What follows belongs to an exercise in optimizing a design on an open flow for small area and a short achievable clock period; a production flow would make more cautious choices.

== willow ==
## LabFPGA2
module LabFPGA2 #(
	parameter int WIDTH = 24,
	parameter int DIVIDER = 40
)(
	input		logic					clk_i,
										rst_i,
										en_reg_i,
										sw_reg_b_i,
										slct_op_i,
										slct_byte_i,
										slct_sb_i,
	input		logic	[3:0]			cntrl_alu_i,
	input		logic	[3:0]			op_i,
	output	logic	[3:0]			flag_o,
	output	logic	[41:0]		display_o,
	output	logic	[1:0]			counter_slct_op_o,
										counter_slct_byte_o,
	output 	logic					sb_op_o
);
	logic [23:0] reg_a, reg_b, result, display;
	logic [1:0]  counter_slct_byte, counter_slct_op;
	logic        en_reg, slct_sb, sb_op, slct_byte, slct_op;
	logic        en_slct_sb, en_slct_byte;
	assign counter_slct_op_o   = counter_slct_op;
	assign counter_slct_byte_o = counter_slct_byte;
	assign sb_op_o             = sb_op;
	debounce #(.DIVIDER(DIVIDER)) db_en   (.clk_i(clk_i), .rst_i(rst_i), .btn_i(en_reg_i),    .btn_o(en_reg));
	debounce #(.DIVIDER(DIVIDER)) db_op   (.clk_i(clk_i), .rst_i(rst_i), .btn_i(slct_op_i),   .btn_o(slct_op));
	debounce #(.DIVIDER(DIVIDER)) db_byte (.clk_i(clk_i), .rst_i(rst_i), .btn_i(slct_byte_i), .btn_o(slct_byte));
	debounce #(.DIVIDER(DIVIDER)) db_sb   (.clk_i(clk_i), .rst_i(rst_i), .btn_i(slct_sb_i),   .btn_o(slct_sb));
	always_ff @(posedge clk_i) begin
		if (!rst_i) begin
			counter_slct_byte <= 2'd0;
			en_slct_sb        <= 1'b0;
		end else if (en_slct_byte) begin
			counter_slct_byte <= 2'd0;
		end else if (slct_byte) begin
			en_slct_sb        <= 1'b1;
			counter_slct_byte <= {counter_slct_byte[0], ~counter_slct_byte[1] & ~counter_slct_byte[0]};
		end else begin
			en_slct_sb        <= 1'b0;
		end
	end
	always_ff @(posedge clk_i) begin
		if (!rst_i) begin
			counter_slct_op <= 2'd0;
			en_slct_byte    <= 1'b0;
		end else begin
			en_slct_byte <= slct_op;
  ...
Size in the first run: about 1,700 cells after synthesis, roughly 79 flip-flops, roughly 66 I/O pins, about 13,000 sq um of cells after synthesis.
==> flow/config.mk <==
export PLATFORM = sky130hd
export DESIGN_NAME = LabFPGA2
export DESIGN_NICKNAME = LabFPGA2
export VERILOG_FILES = /design/flow/design.v
export SDC_FILE = /design/flow/constraint.sdc
export NUM_CORES = 4
export LEC_CHECK = 0
export CAP_MARGIN = 20
export CORE_MARGIN = 2
export CORE_UTILIZATION = 40
export SETUP_SLACK_MARGIN = 5
export SLEW_MARGIN = 20
==> flow/constraint.sdc <==
create_clock -name core_clock -period 12.0 [get_ports {clk_i}]
set_input_delay 2.4000 -clock core_clock [delete_from_list [all_inputs] [get_ports {clk_i}]]
set_output_delay 2.4000 -clock core_clock [all_outputs]
set_load 0.01 [all_outputs]
run.sh (not shown) runs the stock make flow with config.mk's settings and CLKGATE_MAP_FILE= SYNTH_SCRIPT=/design/flow/synth_recipe.tcl, a recipe that flattens the netlist after the stock synthesis.
## Diff of input files: zinc against willow
- SETUP_SLACK_MARGIN now 4, was 5
==> comparison <==
- Between willow and zinc, number of clock buffers in the layout increased.
- Taking willow as the reference, in zinc storage element area decreased 14 sq um; shortest period the worst path allows shows an increase of 0.33 ns.
- Relative to willow, non-clock buffer count decreased by 38% in zinc.
- The worst hold slack of zinc falls short of that of willow by 0.015 ns.
- Comparing zinc against willow, there is no change at all in number of buffers between clock root and the deepest sink.
- As far as number of I/O pins goes, willow and zinc are indistinguishable; the numbers are identical.
- On area after synthesis, willow and zinc are neck and neck.
- flag_o[0] as the capturing instance or port of the critical path was reported by willow, and display_o[38] by zinc.
- Looking at fraction of area in registers, zinc sits above willow.
- Against willow, zinc reports a routed length on met1 that is lower.
No functional check of the RTL was part of any run of this note.

re-timing with driven ports:
Ports are ideal in the flow. The routed layouts listed here were re-timed in OpenROAD.
Step 1 sets driving cells, clkbuf_16 on the clock port and buf_2 on the other inputs (assumed; they add their load-dependent delay and slew).
Step 2 adds t to the input delays and takes it off the output delays; t is the mean of the earliest and latest rising clock arrival at the registers after step 1. Input paths then give back, and output paths get back, about the clock's delay inside the block.
Slacks: no drivers / after step 1 / after step 2; pairs: no drivers / after step 1.
| run | t, ns | setup slack, ns | hold slack, ns |
|---|---|---|---|
| willow | 0.384 | 4.266 / 4.220 / 4.220 | 0.444 / 0.444 / 0.444 |
| zinc | 0.386 | 3.935 / 3.896 / 3.913 | 0.429 / 0.429 / 0.429 |
After both steps setup and hold are still met in every run listed. For willow, which loses most, drivers alone change the setup slack by -0.046 ns; drivers and shift together by -0.046 ns.
